This is an optimization exercise on Yosys and OpenROAD, whose aim is small area, not a production implementation.
The RTL was checked by simulation tests, not by an equivalence proof against the original design.

==> flow/design.v (excerpt) <==
module filter #(
    parameter DATA_WIDTH = 16
)
(
    input                               clk,
    input                               rst_n,
    input   signed [DATA_WIDTH-1:0]     FilterIn,
    input                               ValidIn,
    output      signed [32:0]           data_out,
    output                              ValidOut
);
Size: roughly 310 flip-flops, ~53 I/O pins, ~20000 um2 of cells after synthesis.
Settings: LEC_CHECK=0, ABC_AREA=1, CAP_MARGIN=5, CORE_MARGIN=2, CORE_UTILIZATION=65, GPL_TIMING_DRIVEN=0, SLEW_MARGIN=5, SYNTH_HIERARCHICAL=1, SYNTH_MINIMUM_KEEP_SIZE=0; clock period 14.0 ns.
standard.sh (not shown) runs the stock make flow with config.mk's settings and CLKGATE_MAP_FILE= SYNTH_SCRIPT=/design/flow/synth_recipe.tcl, a recipe that flattens the netlist after the stock synthesis.
==> flow/flow/run.sh <==
#!/bin/bash
export BUFFER_PORTS_ARGS="-buffer_cell sky130_fd_sc_hd__buf_1"
export PRE_GLOBAL_PLACE_TCL="$PWD/flow/pre_gpl.tcl"
export CTS_ARGS="-sink_clustering_enable -repair_clock_nets -sink_clustering_size 28 -sink_clustering_max_diameter 110 -buf_list sky130_fd_sc_hd__clkbuf_16 -dont_use_dummy_load"
bash standard.sh > standard.log 2>&1
==> flow/flow/pre_gpl.tcl <==
remove_buffers
Then changed:
==> flow/flow/run.sh (replaced) <==
#!/bin/bash
export BUFFER_PORTS_ARGS="-buffer_cell sky130_fd_sc_hd__buf_1"
export PRE_GLOBAL_PLACE_TCL="$PWD/flow/pre_gpl.tcl"
export CTS_ARGS="-sink_clustering_enable -repair_clock_nets -sink_clustering_size 18 -sink_clustering_max_diameter 90 -buf_list sky130_fd_sc_hd__clkbuf_8 -dont_use_dummy_load"
bash standard.sh > standard.log 2>&1
Result: Non-clock buffer count is unchanged; clock-buffer cell count rises by 6; global-route usage rises by 0.19 points; maximum frequency rises by 0.98%; core utilization falls by 0.32 points; wire length stays flat; area after synthesis does not change; die area is unchanged.
Then changed:
==> flow/flow/run.sh (replaced) <==
#!/bin/bash
export BUFFER_PORTS_ARGS="-buffer_cell sky130_fd_sc_hd__buf_1"
export PRE_GLOBAL_PLACE_TCL="$PWD/flow/pre_gpl.tcl"
export CTS_ARGS="-sink_clustering_enable -repair_clock_nets -sink_clustering_size 32 -sink_clustering_max_diameter 110 -buf_list sky130_fd_sc_hd__clkbuf_16 -dont_use_dummy_load"
bash standard.sh > standard.log 2>&1
The new run completed with no timing, DRC or antenna violations; cell count decreases by 0.37%; core utilization climbs by 0.24 points; design area increases by 0.34%; critical path depth does not change; clock skew decreases by 10 ps; setup slack loses 110 ps.
Then changed:
==> flow/flow/run.sh (replaced) <==
#!/bin/bash
export BUFFER_PORTS_ARGS="-buffer_cell sky130_fd_sc_hd__buf_1"
export PRE_GLOBAL_PLACE_TCL="$PWD/flow/pre_gpl.tcl"
export CTS_ARGS="-sink_clustering_enable -repair_clock_nets -sink_clustering_size 18 -sink_clustering_max_diameter 90 -buf_list sky130_fd_sc_hd__clkbuf_8 -dont_use_dummy_load"
bash standard.sh > standard.log 2>&1
- CORE_UTILIZATION: 65 -> 72
After rerunning:
- The new run finished with timing, DRC and antenna clean
- non-clock buffer count stays the same
- synthesized cell count is unchanged
- die area falls by 9.5%
- first-iteration DRC count is lower by 12%
- sequential share of layout area rises by 0.11 points
- cell count goes down by 0.59%
- count of clock-buffer cells in the layout went up by 7
- sequential cell count does not change
- routed wire length goes down by about 1%

========
== rev 12 ==
filter, a different RTL version from the one above (not shown whole).
For scale: about 1200 cells after synthesis, ~53 I/O pins, roughly 0.022 mm^2 of cells after synthesis.
clock: 14.0 ns
lec_check: 0
cap_margin: 20
core_margin: 2
core_utilization: 65
cts_buf_list: sky130_fd_sc_hd__clkbuf_4 sky130_fd_sc_hd__clkbuf_8
gpl_timing_driven: 0
slew_margin: 20
synth_hierarchical: 1
synth_minimum_keep_size: 0
run.sh (not shown) runs the stock make flow with config.mk's settings and CLKGATE_MAP_FILE= SYNTH_SCRIPT=/design/flow/synth_recipe.tcl, a recipe that flattens the netlist after the stock synthesis.
Stock flow here: none of the scripts above is used.
Rev 12: no failed stages, no open violations at the end
Here is what was changed in the inputs of rev 13 compared with rev 12.
Settings: clearing CTS_BUF_LIST, which used to be sky130_fd_sc_hd__clkbuf_4 sky130_fd_sc_hd__clkbuf_8; putting CTS_CLUSTER_SIZE at 26 where nothing was set; putting CTS_CLUSTER_DIAMETER at 100 where nothing was set.
Findings:
[compare] base=rev 12 new=rev 13: worst endpoint data arrival time dropped 0.10 ns; number of antenna repair diodes has remained practically unchanged; total setup violations reported at the end of the flow flat; slack of the critical path flat. Rev 13 vs. rev 12: met3 usage in global routing went down by 2.1 points, final area saw a decrease, count of clock-buffer cells in the layout dropped 59, count of nets left with antenna violations after detail routing level.

========
Another version of the RTL of filter (not shown whole).
Size in the first run: ~1,100 cells after synthesis, about 310 flip-flops, about 53 I/O pins, ~21,000 um2 of cells after synthesis.
==> flow/config.mk <==
export PLATFORM = sky130hd
export DESIGN_NAME = filter
export DESIGN_NICKNAME = filter
export VERILOG_FILES = /design/flow/design.v
export SDC_FILE = /design/flow/constraint.sdc
export NUM_CORES = 4
export LEC_CHECK = 0
export CAP_MARGIN = 20
export CORE_MARGIN = 2
export CORE_UTILIZATION = 65
export CTS_CLUSTER_DIAMETER = 100
export CTS_CLUSTER_SIZE = 26
export GPL_TIMING_DRIVEN = 0
export SLEW_MARGIN = 20
export SYNTH_HIERARCHICAL = 1
export SYNTH_MINIMUM_KEEP_SIZE = 0
==> flow/constraint.sdc <==
create_clock -name core_clock -period 14.0 [get_ports {clk}]
set_input_delay 2.8000 -clock core_clock [delete_from_list [all_inputs] [get_ports {clk}]]
set_output_delay 2.8000 -clock core_clock [all_outputs]
set_load 0.01 [all_outputs]
standard.sh (not shown) runs the stock make flow with config.mk's settings and CLKGATE_MAP_FILE= SYNTH_SCRIPT=/design/flow/synth_recipe.tcl, a recipe that flattens the netlist after the stock synthesis.
==> flow/flow/run.sh <==
#!/bin/bash
export BUFFER_PORTS_ARGS="-buffer_cell sky130_fd_sc_hd__buf_1"
export PRE_GLOBAL_PLACE_TCL="$PWD/flow/pre_gpl.tcl"
bash standard.sh > standard.log 2>&1
Scripts as last shown in full above: flow/flow/pre_gpl.tcl
The first run completed without violations.
Then changed:
Settings changed: CTS_BUF_LIST set to sky130_fd_sc_hd__clkbuf_8, CTS_CLUSTER_DIAMETER 100 to 80, CTS_CLUSTER_SIZE 26 to 15.
Critical path depth is unchanged.
Cell count came out higher slightly.
Global-route usage came out higher by 0.20 points.
Then changed:
==> flow/flow/run.sh (replaced) <==
#!/bin/bash
export BUFFER_PORTS_ARGS="-buffer_cell sky130_fd_sc_hd__buf_1"
export PRE_GLOBAL_PLACE_TCL="$PWD/flow/pre_gpl.tcl"
export CTS_ARGS="-sink_clustering_enable -repair_clock_nets -sink_clustering_size 18 -sink_clustering_max_diameter 90 -buf_list sky130_fd_sc_hd__clkbuf_8 -dont_use_dummy_load"
bash standard.sh > standard.log 2>&1
Settings changed: CTS_BUF_LIST sky130_fd_sc_hd__clkbuf_8 to not set, CTS_CLUSTER_DIAMETER 80 to 100, CTS_CLUSTER_SIZE 15 to 26.
What happened: The new run finished with timing, DRC and antenna clean; hold slack hardly moves; via count fell by 0.74%; die area stays the same; critical path depth does not change; wire length stays flat.
Then changed:
==> flow/flow/run.sh (replaced) <==
#!/bin/bash
export BUFFER_PORTS_ARGS="-buffer_cell sky130_fd_sc_hd__buf_1"
export PRE_GLOBAL_PLACE_TCL="$PWD/flow/pre_gpl.tcl"
export CTS_ARGS="-sink_clustering_enable -repair_clock_nets -sink_clustering_size 26 -sink_clustering_max_diameter 100 -dont_use_dummy_load"
bash standard.sh > standard.log 2>&1
=>
- The changed run finished with timing, DRC and antenna clean
- sequential cell count stays the same
- register-to-register slack is about the same
- final area went up by 0.52%
- worst setup slack got worse by 110 ps
- via count went up by 0.60%
- first-iteration DRC count went up by 20%
- fmax went down by 0.83%
- utilization went up by 0.36 points

-- separate check: timing with driven ports --
How much do the figures lean on ideal ports? The routed layouts below were timed once more, with nothing changed but the port constraints.
Step 1 sets driving cells, clkbuf_16 on the clock port and buf_2 on the other inputs (assumed; they add their load-dependent delay and slew).
Step 2 times the ports against the registers' clock, not the clock port: input delays grow and output delays shrink by t, the midpoint of the rising clock arrivals with the driver on.
Slacks: ideal / step 1 / step 2; pairs: ideal / step 1.
run | t, ns | setup slack, ns | pins driven straight from the clock port
the first run of note 1 | 0.546 | 0.561 / 0.595 / 0.049 | 1
the second run of note 1 | 0.617 | 0.691 / 0.721 / 0.104 | 1
the third run of note 1 | 0.545 | 0.578 / 0.613 / 0.067 | 1
the fourth run of note 1 | 0.608 | 0.661 / 0.693 / 0.086 | 1
rev 12 | 0.679 | 1.569 / 1.569 / 1.267 | 1
rev 13 | 0.568 | 1.569 / 1.569 / 1.237 | 1
the first run of note 3 | 0.556 | 0.651 / 0.684 / 0.128 | 1
the second run of note 3 | 0.660 | 0.780 / 0.812 / 0.152 | 1
the third run of note 3 | 0.617 | 0.755 / 0.787 / 0.169 | 1
the fourth run of note 3 | 0.541 | 0.645 / 0.679 / 0.137 | 1
After both steps every run listed still meets setup and hold. The setup slack of the second run of note 3, which loses most, moves by +0.032 ns with the drivers and by -0.628 ns with both steps.
